Source: an optimization exercise on an open RTL-to-GDS flow (aim: small area). Production flows keep margins and buffers that such runs may drop. Function was checked by simulation only, so behaviour that the tests miss may differ from the original. No activity file was given, so power comes from the tool's default toggle rates.

**design/flow/run.sh**
```bash
#!/bin/bash
# synth_recipe.tcl (not shown) runs the flow's synth.tcl, then flattens the netlist and writes it again
# the make line also repeats each setting of config.mk as NAME=value (left out here)
make -C /OpenROAD-flow-scripts/flow DESIGN_CONFIG=/design/flow/config.mk WORK_HOME=/design/flow/orfs CLKGATE_MAP_FILE= SYNTH_SCRIPT=/design/flow/synth_recipe.tcl finish
```
**design/flow/config.mk**
```make
export PLATFORM = sky130hd
export DESIGN_NAME = blockGame
export DESIGN_NICKNAME = blockGame
export VERILOG_FILES = /design/flow/design.v
export SDC_FILE = /design/flow/constraint.sdc
export NUM_CORES = 4
export LEC_CHECK = 0
export CAP_MARGIN = 20
export CORE_MARGIN = 2
export CORE_UTILIZATION = 40
export SLEW_MARGIN = 20
```
**design/flow/constraint.sdc**
```tcl
create_clock -name core_clock -period 10.0 [get_ports {board_clk}]
set_input_delay 2.0000 -clock core_clock [delete_from_list [all_inputs] [get_ports {board_clk}]]
set_output_delay 2.0000 -clock core_clock [all_outputs]
set_load 0.01 [all_outputs]
```
**design/flow/design.v**
```verilog
module blockGame(board_clk, rst, VGA_R, VGA_G, VGA_B, hsync, vsync, clk, blank_n, up, down, left, right, levelselect1, levelselect2);
input board_clk, rst;
input up, down, left, right;
input levelselect1, levelselect2;
output hsync, vsync, clk, blank_n;
output [7:0] VGA_R, VGA_G, VGA_B;
function automatic inxc(input [9:0] xx, input [9:0] b, input [9:0] w);
	inxc = (xx > b) && (xx < b + w);
endfunction
function automatic inx(input [9:0] xx, input [9:0] b, input [9:0] w);
	reg [10:0] c; reg [9:0] d; integer i;
	begin
		c[0] = 1'b0;
		for (i = 0; i < 10; i = i + 1) begin
			d[i] = xx[i] ^ ~b[i] ^ c[i];
			c[i+1] = (xx[i] & ~b[i]) | (xx[i] & c[i]) | (~b[i] & c[i]);
		end
		inx = c[10] && (d < w - 10'd1);
	end
endfunction
function automatic [9:0] add10(input [9:0] p, input [9:0] q);
	reg c; integer i;
	begin
		c = 1'b0;
		for (i = 0; i < 10; i = i + 1) begin
			add10[i] = p[i] ^ q[i] ^ c;
			c = (p[i] & q[i]) | (p[i] & c) | (q[i] & c);
		end
	end
endfunction
function automatic [8:0] add9(input [8:0] p, input [8:0] q);
	reg c; integer i;
	begin
		c = 1'b0;
		for (i = 0; i < 9; i = i + 1) begin
			add9[i] = p[i] ^ q[i] ^ c;
			c = (p[i] & q[i]) | (p[i] & c) | (q[i] & c);
		end
	end
endfunction
function automatic [7:0] add8(input [7:0] p, input [7:0] q);
	reg c; integer i;
	begin
		c = 1'b0;
		for (i = 0; i < 8; i = i + 1) begin
			add8[i] = p[i] ^ q[i] ^ c;
			c = (p[i] & q[i]) | (p[i] & c) | (q[i] & c);
		end
	end
endfunction
function automatic [13:0] inc14(input [13:0] p);
	reg c; integer i;
	begin
		c = 1'b1;
		for (i = 0; i < 14; i = i + 1) begin
			inc14[i] = p[i] ^ c;
			c = p[i] & c;
		end
	end
endfunction
reg a, s;
always @(posedge board_clk) begin
	if (rst) begin a <= 1'b0; s <= 1'b0; end
	else begin a <= ~a; s <= s | a; end
end
wire clk_en = a | rst;
assign clk = s & ~a;
reg [13:0] h;
wire h_end = (h == 14'd12500);
always @(posedge board_clk) begin
	if (rst) h <= 14'd6250;
	else if (a) h <= h_end ? 14'd0 : inc14(h);
end
wire upd_s = h_end & ~a;	 
wire upd   = h_end & a;		 
reg [9:0] px, py;
wire px_end = (px == 10'd793);
always @(posedge board_clk) begin
	if (rst) begin px <= 10'd0; py <= 10'd0; end
	else if (a & s) begin
		px <= px_end ? 10'd0 : add10(px, 10'd1);
		if (px_end) py <= (py == 10'd525) ? 10'd0 : add10(py, 10'd1);
	end
end
wire [9:0] x = px;
wire [9:0] y = py;
assign blank_n = (x < 10'd640) && (y < 10'd480);
assign hsync = ~((x >= 10'd655) && (x < 10'd747));
assign vsync = ~((y >= 10'd490) && (y < 10'd492));
wire screen = blank_n;
wire border = (x < 10'd75) || ((x >= 10'd566) && (x < 10'd641)) || (y < 10'd75) || ((y >= 10'd406) && (y < 10'd481));
wire end_zone = (x >= 10'd540) && (x <= 10'd565) && (y >= 10'd75) && (y <= 10'd100);
wire go_text =
	(((y >= 10'd200) && (y < 10'd210)) && (((x >= 10'd210) && (x < 10'd250)) || ((x >= 10'd290) && (x < 10'd300)) || ((x >= 10'd340) && (x < 10'd350)) || ((x >= 10'd380) && (x < 10'd390)) || ((x >= 10'd410) && (x < 10'd460)))) ||
	(((y >= 10'd210) && (y < 10'd220)) && (((x >= 10'd200) && (x < 10'd210)) || ((x >= 10'd280) && (x < 10'd290)) || ((x >= 10'd300) && (x < 10'd310)) || ((x >= 10'd340) && (x < 10'd360)) || ((x >= 10'd370) && (x < 10'd390)) || ((x >= 10'd410) && (x < 10'd420)))) ||
	(((y >= 10'd220) && (y < 10'd230)) && (((x >= 10'd200) && (x < 10'd210)) || ((x >= 10'd230) && (x < 10'd250)) || ((x >= 10'd270) && (x < 10'd280)) || ((x >= 10'd310) && (x < 10'd320)) || ((x >= 10'd340) && (x < 10'd350)) || ((x >= 10'd360) && (x < 10'd370)) || ((x >= 10'd380) && (x < 10'd390)) || ((x >= 10'd410) && (x < 10'd440)))) ||
	(((y >= 10'd230) && (y < 10'd240)) && (((x >= 10'd200) && (x < 10'd210)) || ((x >= 10'd240) && (x < 10'd250)) || ((x >= 10'd270) && (x < 10'd320)) || ((x >= 10'd340) && (x < 10'd350)) || ((x >= 10'd380) && (x < 10'd390)) || ((x >= 10'd410) && (x < 10'd420)))) ||
	(((y >= 10'd240) && (y < 10'd250)) && (((x >= 10'd210) && (x < 10'd250)) || ((x >= 10'd270) && (x < 10'd280)) || ((x >= 10'd310) && (x < 10'd320)) || ((x >= 10'd340) && (x < 10'd350)) || ((x >= 10'd380) && (x < 10'd390)) || ((x >= 10'd410) && (x < 10'd460)))) ||
	(((y >= 10'd260) && (y < 10'd270)) && (((x >= 10'd210) && (x < 10'd240)) || ((x >= 10'd270) && (x < 10'd280)) || ((x >= 10'd310) && (x < 10'd320)) || ((x >= 10'd340) && (x < 10'd390)) || ((x >= 10'd410) && (x < 10'd450)))) ||
	(((y >= 10'd270) && (y < 10'd280)) && (((x >= 10'd200) && (x < 10'd210)) || ((x >= 10'd240) && (x < 10'd250)) || ((x >= 10'd270) && (x < 10'd280)) || ((x >= 10'd310) && (x < 10'd320)) || ((x >= 10'd340) && (x < 10'd350)) || ((x >= 10'd410) && (x < 10'd420)) || ((x >= 10'd450) && (x < 10'd460)))) ||
	(((y >= 10'd280) && (y < 10'd290)) && (((x >= 10'd200) && (x < 10'd210)) || ((x >= 10'd240) && (x < 10'd250)) || ((x >= 10'd270) && (x < 10'd280)) || ((x >= 10'd310) && (x < 10'd320)) || ((x >= 10'd340) && (x < 10'd370)) || ((x >= 10'd410) && (x < 10'd450)))) ||
	(((y >= 10'd290) && (y < 10'd300)) && (((x >= 10'd200) && (x < 10'd210)) || ((x >= 10'd240) && (x < 10'd250)) || ((x >= 10'd280) && (x < 10'd290)) || ((x >= 10'd300) && (x < 10'd310)) || ((x >= 10'd340) && (x < 10'd350)) || ((x >= 10'd410) && (x < 10'd420)) || ((x >= 10'd450) && (x < 10'd460)))) ||
	(((y >= 10'd300) && (y < 10'd310)) && (((x >= 10'd210) && (x < 10'd240)) || ((x >= 10'd290) && (x < 10'd300)) || ((x >= 10'd340) && (x < 10'd390)) || ((x >= 10'd410) && (x < 10'd420)) || ((x >= 10'd450) && (x < 10'd460))));
wire win_text =
	(((y >= 10'd230) && (y < 10'd240)) && (((x >= 10'd230) && (x < 10'd240)) || ((x >= 10'd270) && (x < 10'd280)) || ((x >= 10'd300) && (x < 10'd350)) || ((x >= 10'd370) && (x < 10'd380)) || ((x >= 10'd410) && (x < 10'd420)) || ((x >= 10'd430) && (x < 10'd440)))) ||
	(((y >= 10'd240) && (y < 10'd250)) && (((x >= 10'd230) && (x < 10'd240)) || ((x >= 10'd270) && (x < 10'd280)) || ((x >= 10'd320) && (x < 10'd330)) || ((x >= 10'd370) && (x < 10'd390)) || ((x >= 10'd410) && (x < 10'd420)) || ((x >= 10'd430) && (x < 10'd440)))) ||
	(((y >= 10'd250) && (y < 10'd260)) && (((x >= 10'd230) && (x < 10'd240)) || ((x >= 10'd250) && (x < 10'd260)) || ((x >= 10'd270) && (x < 10'd280)) || ((x >= 10'd320) && (x < 10'd330)) || ((x >= 10'd370) && (x < 10'd380)) || ((x >= 10'd390) && (x < 10'd400)) || ((x >= 10'd410) && (x < 10'd420)) || ((x >= 10'd430) && (x < 10'd440)))) ||
	(((y >= 10'd260) && (y < 10'd270)) && (((x >= 10'd230) && (x < 10'd250)) || ((x >= 10'd260) && (x < 10'd280)) || ((x >= 10'd320) && (x < 10'd330)) || ((x >= 10'd370) && (x < 10'd380)) || ((x >= 10'd400) && (x < 10'd420)))) ||
	(((y >= 10'd270) && (y < 10'd280)) && (((x >= 10'd230) && (x < 10'd240)) || ((x >= 10'd270) && (x < 10'd280)) || ((x >= 10'd300) && (x < 10'd350)) || ((x >= 10'd370) && (x < 10'd380)) || ((x >= 10'd410) && (x < 10'd420)) || ((x >= 10'd430) && (x < 10'd440))));
wire level_text =
	(((y >= 10'd35) && (y < 10'd37)) && (((x >= 10'd300) && (x < 10'd302)) || ((x >= 10'd312) && (x < 10'd322)) || ((x >= 10'd324) && (x < 10'd326)) || ((x >= 10'd332) && (x < 10'd334)) || ((x >= 10'd336) && (x < 10'd346)) || ((x >= 10'd348) && (x < 10'd350)))) ||
	(((y >= 10'd37) && (y < 10'd39)) && (((x >= 10'd300) && (x < 10'd302)) || ((x >= 10'd312) && (x < 10'd314)) || ((x >= 10'd324) && (x < 10'd326)) || ((x >= 10'd332) && (x < 10'd334)) || ((x >= 10'd336) && (x < 10'd338)) || ((x >= 10'd348) && (x < 10'd350)))) ||
	(((y >= 10'd39) && (y < 10'd41)) && (((x >= 10'd300) && (x < 10'd302)) || ((x >= 10'd312) && (x < 10'd318)) || ((x >= 10'd324) && (x < 10'd326)) || ((x >= 10'd332) && (x < 10'd334)) || ((x >= 10'd336) && (x < 10'd342)) || ((x >= 10'd348) && (x < 10'd350)))) ||
	(((y >= 10'd41) && (y < 10'd43)) && (((x >= 10'd300) && (x < 10'd302)) || ((x >= 10'd312) && (x < 10'd314)) || ((x >= 10'd326) && (x < 10'd328)) || ((x >= 10'd330) && (x < 10'd332)) || ((x >= 10'd336) && (x < 10'd338)) || ((x >= 10'd348) && (x < 10'd350)))) ||
	(((y >= 10'd43) && (y < 10'd45)) && (((x >= 10'd300) && (x < 10'd310)) || ((x >= 10'd312) && (x < 10'd322)) || ((x >= 10'd328) && (x < 10'd330)) || ((x >= 10'd336) && (x < 10'd346)) || ((x >= 10'd348) && (x < 10'd358))));
wire num0_text = (((y >= 10'd35) && (y < 10'd37)) && ((x >= 10'd362) && (x < 10'd366))) || (((y >= 10'd37) && (y < 10'd43)) && ((x >= 10'd360) && (x < 10'd362))) || (((y >= 10'd37) && (y < 10'd43)) && ((x >= 10'd366) && (x < 10'd368))) || (((y >= 10'd43) && (y < 10'd45)) && ((x >= 10'd362) && (x < 10'd366)));
wire num1_text = (((y >= 10'd35) && (y < 10'd37)) && ((x >= 10'd362) && (x < 10'd366))) || (((y >= 10'd37) && (y < 10'd43)) && ((x >= 10'd364) && (x < 10'd366))) || (((y >= 10'd43) && (y < 10'd45)) && ((x >= 10'd362) && (x < 10'd368)));
wire num2_text = (((y >= 10'd35) && (y < 10'd37)) && ((x >= 10'd360) && (x < 10'd368))) || (((y >= 10'd37) && (y < 10'd39)) && ((x >= 10'd368) && (x < 10'd370))) || (((y >= 10'd39) && (y < 10'd41)) && ((x >= 10'd362) && (x < 10'd368))) || (((y >= 10'd41) && (y < 10'd43)) && ((x >= 10'd360) && (x < 10'd362))) || (((y >= 10'd43) && (y < 10'd45)) && ((x >= 10'd360) && (x < 10'd370)));
reg pact, pact_d;
reg [1:0] pdir;
reg [9:0] plx;
reg [8:0] ply;
wire pu = ~up, pd = ~down, pl = ~left, pr = ~right;
always @(posedge board_clk) begin
	if (rst) begin
		pact <= 1'b0; pact_d <= 1'b0; pdir <= 2'd0;
	end else if (upd_s) begin
		pact_d <= pact;
		if (pact)
			pact <= (pdir == 2'd0) ? pu : (pdir == 2'd1) ? pd : (pdir == 2'd2) ? pl : pr;
		else begin
			pact <= pu | pd | pl | pr;
			pdir <= pu ? 2'd0 : pd ? 2'd1 : pl ? 2'd2 : 2'd3;
		end
	end
end
always @(posedge board_clk) begin
	if (rst) begin plx <= 10'd75; ply <= 9'd385; end
	else if (upd && pact_d) begin
		case (pdir)
			2'd0: ply <= add9(ply, -9'd4);
			2'd1: ply <= add9(ply, 9'd4);
			2'd2: plx <= add10(plx, -10'd4);
			2'd3: plx <= add10(plx, 10'd4);
		endcase
	end
end
wire player = inx(x, plx, 10'd20) && inx(y, {1'b0, ply}, 10'd20);
reg [8:0] l0vy;
reg [9:0] l0hx;
always @(posedge board_clk) begin
	if (rst) begin l0vy <= 9'd75; l0hx <= 10'd566; end
	else if (upd) begin
		l0vy <= (l0vy >= 9'd406) ? 9'd25 : add9(l0vy, 9'd5);
		l0hx <= (l0hx == 10'd0) ? 10'd616 : add10(l0hx, -10'd7);
	end
end
wire l0_v = inxc(x, 10'd300, 10'd50) && inx(y, {1'b0, l0vy}, 10'd50);
wire l0_h = inx(x, l0hx, 10'd50) && inxc(y, 10'd249, 10'd50);
wire l0_s = inxc(x, 10'd515, 10'd50) && inxc(y, 10'd100, 10'd50);
reg [7:0] l1h1x;
reg [9:0] l1h3x;
reg l1lag2, l1lag4, l1lag5;
always @(posedge board_clk) begin
	if (rst) begin l1h1x <= 8'd215; l1h3x <= 10'd510; l1lag2 <= 1'b0; l1lag4 <= 1'b0; l1lag5 <= 1'b0; end
	else if (upd) begin
		if (l1h1x <= 8'd50) begin l1h1x <= 8'd215; l1lag2 <= 1'b1; end
		else if (l1lag2) l1lag2 <= 1'b0;
		else if (l1h3x >= 10'd588) begin l1h3x <= 10'd510; l1lag4 <= 1'b1; l1lag5 <= 1'b1; end
		else if (l1lag4) l1lag4 <= 1'b0;
		else if (l1lag5) l1lag5 <= 1'b0;
		else begin l1h1x <= add8(l1h1x, -8'd3); l1h3x <= add10(l1h3x, 10'd3); end
	end
end
reg [8:0] l1v1y, l1v3y, l1v5y;
reg l1lagv2, l1lagv4, l1lagv6;
always @(posedge board_clk) begin
	if (rst) begin l1v1y <= 9'd336; l1v3y <= 9'd336; l1v5y <= 9'd300; l1lagv2 <= 1'b0; l1lagv4 <= 1'b0; l1lagv6 <= 1'b0; end
	else if (upd) begin
		if (l1v1y <= 9'd205) begin l1v1y <= 9'd336; l1lagv2 <= 1'b1; end
		else if (l1lagv2) l1lagv2 <= 1'b0;
		else if (l1v3y >= 9'd426) begin l1v3y <= 9'd336; l1lagv4 <= 1'b1; end
		else if (l1lagv4) l1lagv4 <= 1'b0;
		else if (l1v5y <= 9'd125) begin l1v5y <= 9'd300; l1lagv6 <= 1'b1; end
		else if (l1lagv6) l1lagv6 <= 1'b0;
		else begin l1v1y <= add9(l1v1y, -9'd3); l1v3y <= add9(l1v3y, 9'd3); l1v5y <= add9(l1v5y, -9'd3); end
	end
end
wire [9:0] l1h1 = {2'b0, l1h1x};
wire l1_s1 = inxc(x, 10'd70, 10'd75) && inxc(y, 10'd70, 10'd75);
wire l1_s2 = inxc(x, 10'd200, 10'd75) && inxc(y, 10'd155, 10'd75);
wire l1_s3 = inxc(x, 10'd200, 10'd75) && inxc(y, 10'd331, 10'd75);
wire l1_s4 = inxc(x, 10'd455, 10'd75) && inxc(y, 10'd290, 10'd75);
wire l1_s5 = inxc(x, 10'd455, 10'd75) && inxc(y, 10'd70, 10'd75);
wire l1_xh1 = inx(x, l1h1, 10'd20);
wire l1_xh3 = inx(x, l1h3x, 10'd20);
wire l1_h1 = l1_xh1 && inxc(y, 10'd165, 10'd20);
wire l1_h2 = (l1lag2 ? inxc(x, 10'd50, 10'd20) : l1_xh1) && inxc(y, 10'd210, 10'd20);
wire l1_h3 = l1_xh3 && inxc(y, 10'd340, 10'd20);
wire l1_h4 = (l1lag4 ? inxc(x, 10'd588, 10'd20) : l1_xh3) && inxc(y, 10'd300, 10'd20);
wire l1_h5 = (l1lag5 ? inxc(x, 10'd588, 10'd20) : l1_xh3) && inxc(y, 10'd120, 10'd20);
wire l1_yv1 = inx(y, {1'b0, l1v1y}, 10'd20);
wire l1_yv3 = inx(y, {1'b0, l1v3y}, 10'd20);
wire l1_yv5 = inx(y, {1'b0, l1v5y}, 10'd20);
wire l1_v1 = inxc(x, 10'd205, 10'd20) && l1_yv1;
wire l1_v2 = inxc(x, 10'd250, 10'd20) && (l1lagv2 ? inxc(y, 10'd204, 10'd20) : l1_yv1);
wire l1_v3 = inxc(x, 10'd460, 10'd20) && l1_yv3;
wire l1_v4 = inxc(x, 10'd505, 10'd20) && (l1lagv4 ? inxc(y, 10'd426, 10'd20) : l1_yv3);
wire l1_v5 = inxc(x, 10'd460, 10'd20) && l1_yv5;
wire l1_v6 = inxc(x, 10'd505, 10'd20) && (l1lagv6 ? inxc(y, 10'd123, 10'd20) : l1_yv5);
reg [7:0] l2h1x, l2h2x;
reg [8:0] l2h5x, l2h6x;
reg l2lag3, l2lag4;
always @(posedge board_clk) begin
	if (rst) begin l2h1x <= 8'd165; l2h2x <= 8'd165; l2h5x <= 9'd165; l2h6x <= 9'd455; l2lag3 <= 1'b0; l2lag4 <= 1'b0; end
	else if (upd) begin
		if (l2h1x <= 8'd75) l2h1x <= 8'd165;
		else if (l2h2x <= 8'd75) begin l2h2x <= 8'd165; l2lag3 <= 1'b1; l2lag4 <= 1'b1; end
		else if (l2lag3) l2lag3 <= 1'b0;
		else if (l2lag4) l2lag4 <= 1'b0;
		else if (l2h5x >= 9'd435) l2h5x <= 9'd165;
		else if (l2h6x <= 9'd165) l2h6x <= 9'd455;
		else begin l2h1x <= add8(l2h1x, -8'd1); l2h2x <= add8(l2h2x, -8'd2); l2h5x <= add9(l2h5x, 9'd5); l2h6x <= add9(l2h6x, -9'd4); end
	end
end
reg [8:0] l2v1y, l2v3y;
reg l2lagv2, l2lagv4, l2lagv5;
always @(posedge board_clk) begin
	if (rst) begin l2v1y <= 9'd125; l2v3y <= 9'd340; l2lagv2 <= 1'b0; l2lagv4 <= 1'b0; l2lagv5 <= 1'b0; end
	else if (upd) begin
		if (l2v1y <= 9'd75) begin l2v1y <= 9'd125; l2lagv2 <= 1'b1; l2lagv5 <= 1'b1; end
		else if (l2lagv2) l2lagv2 <= 1'b0;
		else if (l2v3y <= 9'd125) begin l2v3y <= 9'd340; l2lagv4 <= 1'b1; end
		else if (l2lagv4) l2lagv4 <= 1'b0;
		else if (l2lagv5) l2lagv5 <= 1'b0;
		else begin l2v1y <= add9(l2v1y, -9'd3); l2v3y <= add9(l2v3y, -9'd9); end
	end
end
wire [9:0] l2h1 = {2'b0, l2h1x};
wire [9:0] l2h2 = {2'b0, l2h2x};
wire l2_s  = inxc(x, 10'd165, 10'd412) && inxc(y, 10'd125, 10'd281);
wire l2_h1 = inx(x, l2h1, 10'd15) && inxc(y, 10'd350, 10'd15);
wire l2_xh2 = inx(x, l2h2, 10'd15);
wire l2_h2 = l2_xh2 && inxc(y, 10'd315, 10'd15);
wire l2_h3 = (l2lag3 ? inxc(x, 10'd75, 10'd15) : l2_xh2) && inxc(y, 10'd280, 10'd15);
wire l2_h4 = (l2lag4 ? inxc(x, 10'd75, 10'd15) : l2_xh2) && inxc(y, 10'd245, 10'd15);
wire l2_h5 = inx(x, {1'b0, l2h5x}, 10'd25) && inxc(y, 10'd75, 10'd25);
wire l2_h6 = inx(x, {1'b0, l2h6x}, 10'd25) && inxc(y, 10'd100, 10'd25);
wire l2_yv1 = inx(y, {1'b0, l2v1y}, 10'd10);
wire l2_yv3 = inx(y, {1'b0, l2v3y}, 10'd20);
wire l2_v1 = inxc(x, 10'd515, 10'd10) && l2_yv1;
wire l2_v2 = inxc(x, 10'd490, 10'd10) && (l2lagv2 ? inxc(y, 10'd74, 10'd10) : l2_yv1);
wire l2_v3 = inxc(x, 10'd75, 10'd20) && l2_yv3;
wire l2_v4 = inxc(x, 10'd105, 10'd20) && (l2lagv4 ? inxc(y, 10'd124, 10'd20) : l2_yv3);
wire l2_v5 = inxc(x, 10'd540, 10'd10) && (l2lagv5 ? inxc(y, 10'd74, 10'd10) : l2_yv1);
wire sel0 = ~levelselect1 & ~levelselect2;
wire sel1 = levelselect1 & ~levelselect2;
wire [15:0] v0 = {13'd0, l0_s, l0_h, l0_v};
wire [15:0] v1 = {l1_v6, l1_v5, l1_v4, l1_v3, l1_v2, l1_v1, l1_h5, l1_h4, l1_h3, l1_h2, l1_h1, l1_s5, l1_s4, l1_s3, l1_s2, l1_s1};
wire [15:0] v2 = {4'd0, l2_v5, l2_v4, l2_v3, l2_v2, l2_v1, l2_h6, l2_h5, l2_h4, l2_h3, l2_h2, l2_h1, l2_s};
wire [15:0] bv = sel0 ? v0 : sel1 ? v1 : v2;
reg fb0, fb1, fb2, fb34, fb56, fb79, fb1011, fb1215;
always @(posedge board_clk) if (clk_en) begin
	fb0 <= bv[0]; fb1 <= bv[1]; fb2 <= bv[2];
	fb34 <= bv[3] | bv[4];
	fb56 <= bv[5] | bv[6];
	fb79 <= bv[7] | bv[8] | bv[9];
	fb1011 <= bv[10] | bv[11];
	fb1215 <= |bv[15:12];
end
wire f012 = fb0 | fb1 | fb2;
wire f04 = f012 | fb34;
wire f011 = f04 | fb56 | fb79 | fb1011;
wire fall = f011 | fb1215;
wire f1015 = fb1011 | fb1215;
wire f711 = fb79 | fb1011;
reg [1:0] cs;	 
reg win, game_over;
wire goal = player & end_zone;
wire hitbox = player & (border | fall);
always @(posedge board_clk) if (clk_en) begin
	if (rst) begin
		cs <= 2'd0; win <= 1'b0; game_over <= 1'b0;
	end else begin
		if (cs == 2'd0) cs <= goal ? 2'd1 : hitbox ? 2'd2 : 2'd0;
		case (cs)
			2'd0: begin win <= 1'b0; game_over <= 1'b0; end
			2'd1: win <= 1'b1;
			2'd2: game_over <= 1'b1;
			default: ;
		endcase
	end
end
reg R, G, B;
always @(posedge board_clk) if (clk_en) begin
	if (game_over) begin
		R <= screen & ~go_text; G <= 1'b0; B <= 1'b0;
	end else if (win) begin
		R <= 1'b0; G <= screen & ~win_text; B <= 1'b0;
	end else if (sel0) begin
		R <= (border & ~level_text & ~num0_text) | player | fb2;
		G <= (border & ~level_text & ~num0_text) | end_zone | fb0;
		B <= ~player & ((border & ~level_text & ~num0_text) | f012);
	end else if (sel1) begin
		R <= (border & ~level_text & ~num1_text) | player | f04;
		G <= (border & ~level_text & ~num1_text) | end_zone | f1015;
		B <= ~player & ((border & ~level_text & ~num1_text) | fall);
	end else begin
		R <= (border & ~level_text & ~num2_text) | player | fb0;
		G <= (border & ~level_text & ~num2_text) | end_zone | f711;
		B <= ~player & ((border & ~level_text & ~num2_text) | f011);
	end
end
reg oR, oG, oB;
always @(posedge board_clk) if (clk_en) begin
	oR <= R; oG <= G; oB <= B;
end
assign VGA_R = {8{oR}};
assign VGA_G = {8{oG}};
assign VGA_B = {8{oB}};
endmodule
```
==> reports/qor.txt <==
TritonCTS clock tree: done
slowest CP cell: dfxtp_1
Post-Syn Nets: 2330
DRC viols: 0
CTS root buffer: clkbuf_16
Initial DRT Pass Iterations: 6
first-pass GRT wire length: 85400 um
post-route setup slack: 4.66 ns
crit path DAT: 5.67 ns
drt first-iter violations: 1561
static leakage power: 7.40 nW
Logic pwr share: 4.7%
Max H-tree Level: 4
Final Critical Period: 5.34 ns
Initial Utilization: 40.5%
drt wl/cell: 21.0 um
Yosys reg bits: 198
Post-Syn Area: 17000 um^2
Pins Over Slew Limit: 0
Worst slew margin: 25.3%
Int Pwr: 1.18 mW
final setup violation count: 0
fmax: 187 MHz
# Post-CTS Setup Buffers: 0
PwrDens: 85.9 nW/um^2
post-DP HPWL: 40000 um
CTS buffer count: 17
syn_area_per_cell: 8.32 um^2
worst ir drop on vdd: 0.000109 V
synth unique cells: 94
Final Cycle Share: 53.4%
area of the multi-input gates: 11400 um^2
core area: 41900 um^2
GPL Wtd Cong: 0.988
final hold viol count: 0
crit start category: flop
max cap viols: 0
Critical Path End Type: flop
Most used DFF post-synth: dfxtp_1
Die ar.: 44100 um^2
CP max stage delay: 0.46 ns
Total GRT Usage: 25.0%
FF/Latch Area: 4150 um^2
clock tree buffer depth: 2
Setup CP Type: reg2reg
Sw Share: 25.1%
Final #Nets: 2302
io pins: 36
Hold Crit Class: reg2reg
IO buf count: 35
CTS Sinks: 198
worst reg-to-reg path cell count: 22
largest net degree at the start of global routing: 54
Reg power frac: 52.1%
Clock Power Share: 43.2%
NetSw: 0.394 mW
total gr overflow: 0
worst slack, placed: 4.72 ns
die width: 210 um
Hold Crit Depth: 0
setup tns final: 0 ns
worst-path cell chain: ha_1 -> fa_1 -> inv_1 -> fa_1 -> inv_1 -> fa_1 -> fa_1 -> fa_1 -> inv_1 -> fa_1 -> inv_1 -> fa_1 -> inv_1 -> fa_1 -> inv_1 -> fa_1 -> or3_1 -> a21oi_1 -> mux2i_1 -> o31ai_1 -> o21ai_0 -> mux2i_1
clock latency at the later pin of the worst-skew pair: 0.48 ns
Worst EP required: 10.33 ns
DR vias/cell: 5.95
Rows: 75
P&R area growth vs syn: 7.75%
number of global-route vias before repair: 14.9k
Total Routed Length: 53700 um
Synth warnings: 1
ANT cells: 0
Cell Count, Final, Fillers Out: 2562
Async SR Flop Fraction: 0%
EDFF count, synth: 18
Post-Synthesis Cells: 2039
die span in y: 210 um
CTS Hold Buffers Added: 0
Max FO, Critical Path: 10
# fillers: 4174
layout cells sized above 1: 5.29%
clock slew seen by the registers of the worst setup and hold paths: 0.08 ns
via count: 15.3k
most frequent cell on the critical path: fa_1
worst slew pin tran: 1.09 ns
sequential-to-total area share from yosys stat: 24.4%
post-CTS resize count: 0
dpl cells: 2531
RSZ-0062 raised after global routing: false
outcome: finished clean
initial antenna violation count: 0
post-route ant nets: 0
Max Clock Skew: 0.0126 ns
layer usage:
layer  wire length (um)  vias to the layer above  global-route usage [%]
li1                   -                     7108                       -
met1              24100                     7322                    34.3
met2              23600                      692                    39.0
met3               4120                      128                    4.31
met4               1810                        0                    10.2
met5                  0                        -                       0
final cells by class:
class                   count  area share (%)
clock inverters            10           0.397
clock buffers              21            2.57
inverters                 230            4.72
flip-flops and latches    198            22.7
repair buffers             72            3.42
well taps                 539            3.69
multi-input cells        1492            62.5
worst paths after layout:
kind              slack [ns]    to  start
hold / removal          0.42    oR      R
setup / recovery        4.66  fb79  px[0]
setup reg to reg        4.66  fb79  px[0]
hold reg to reg         0.42    oR      R
flip-flops by register name (all words and copies together), names as in the netlist, 10 cells and up:
register	count
h	14
l0hx	10
l1h3x	10
px	10
py	10
cell usage in the layout (no fill, tap or decap), types with 38 or more instances in the layout:
| master | instances |
|---|---|
| a21oi_1 | 129 |
| buf_4 | 38 |
| dfxtp_1 | 178 |
| fa_1 | 113 |
| ha_1 | 170 |
| inv_1 | 226 |
| nand2_1 | 208 |
| nand3_1 | 56 |
| nor2_1 | 196 |
| nor3_1 | 43 |
| o21ai_0 | 77 |
cell usage after synthesis (16+ instances only):
cell | count | area share (%)
nand2_1 | 208 | 4.6
dfxtp_1 | 180 | 21
nor4_1 | 26 | 0.96
nand2b_1 | 16 | 0.59
or3_1 | 21 | 0.77
ha_1 | 170 | 13
buf_4 | 24 | 1.1
nor2b_1 | 18 | 0.66
nand3_1 | 56 | 1.7
fa_1 | 113 | 13
a211oi_1 | 20 | 0.89
a31oi_1 | 19 | 0.70
a21oi_1 | 129 | 3.8
nor2_1 | 196 | 4.3
o21ai_0 | 77 | 2.3
o211ai_1 | 33 | 1.5
nor3_1 | 44 | 1.3
inv_1 | 227 | 5.0
a22oi_1 | 18 | 0.80
clkbuf_1 | 70 | 1.5
nand4_1 | 26 | 0.96
edfxtp_1 | 18 | 3.2
power by group through the flow:
stage	clock network, mW	registers [mW]	logic, mW
floorplan	0	0.832	0.0501
global placement	0	0.835	0.0729
detailed placement	0	0.835	0.0739
CTS	0.693	0.817	0.0741
global route	0.722	0.818	0.0809
finish	0.678	0.817	0.0745
logic make-up after synthesis:
group | synth area share [%]
xor+xnor | 1.03
buf+inv | 8.40
mux | 1.11
simple gates | 20.7
fa+ha+maj | 25.9
flops | 24.4
compound gates | 18.5
stage by stage:
step	power [mW]	util, %	hold slack [ns]	cell area, um^2
2_1_floorplan	0.883	-	0.400	17000
3_3_place_gp	0.908	42.3	0.408	17700
3_5_place_dp	0.909	42.3	0.407	17700
4_1_cts	1.58	43.6	0.425	18300
5_1_grt	1.62	43.7	0.432	18300
6_report	1.57	43.7	0.424	18300
worst max-delay path: cells and delay by family (launching register included):
| kind | cells | cell delay, ns |
|---|---|---|
| buffers and inverters | 6 | 0.37 |
| DFF | 1 | 0.46 |
| adders and majority gates | 10 | 3.04 |
| and+or+nand+nor | 1 | 0.37 |
| AOI/OAI and AO/OA | 3 | 0.63 |
| muxes | 2 | 0.30 |

what the ideal ports hide:
In the flow no input, the clock included, has a driving cell. The finished layout below was timed again as built, in two steps. Step 1 sets driving cells, clkbuf_16 on the clock port and buf_2 on the other inputs (assumed; they add their load-dependent delay and slew). Step 2 also shifts input and output timing later by t, the mid clock arrival at the registers, as if the neighbouring blocks saw the same clock. Slacks: ideal / step 1 / step 2; pairs: ideal / step 1.
shift t [ns]: 0.524
setup slack, ns: 4.660 / 4.660 / 4.660
clock arrival spread, ns: 0.016 / 0.016
slew at the worst register clock pin (ns): 0.08 / 0.08
After both steps setup and hold are still met in this run. The setup slack of this run moves by 0.000 ns with the drivers and by 0.000 ns with both steps.
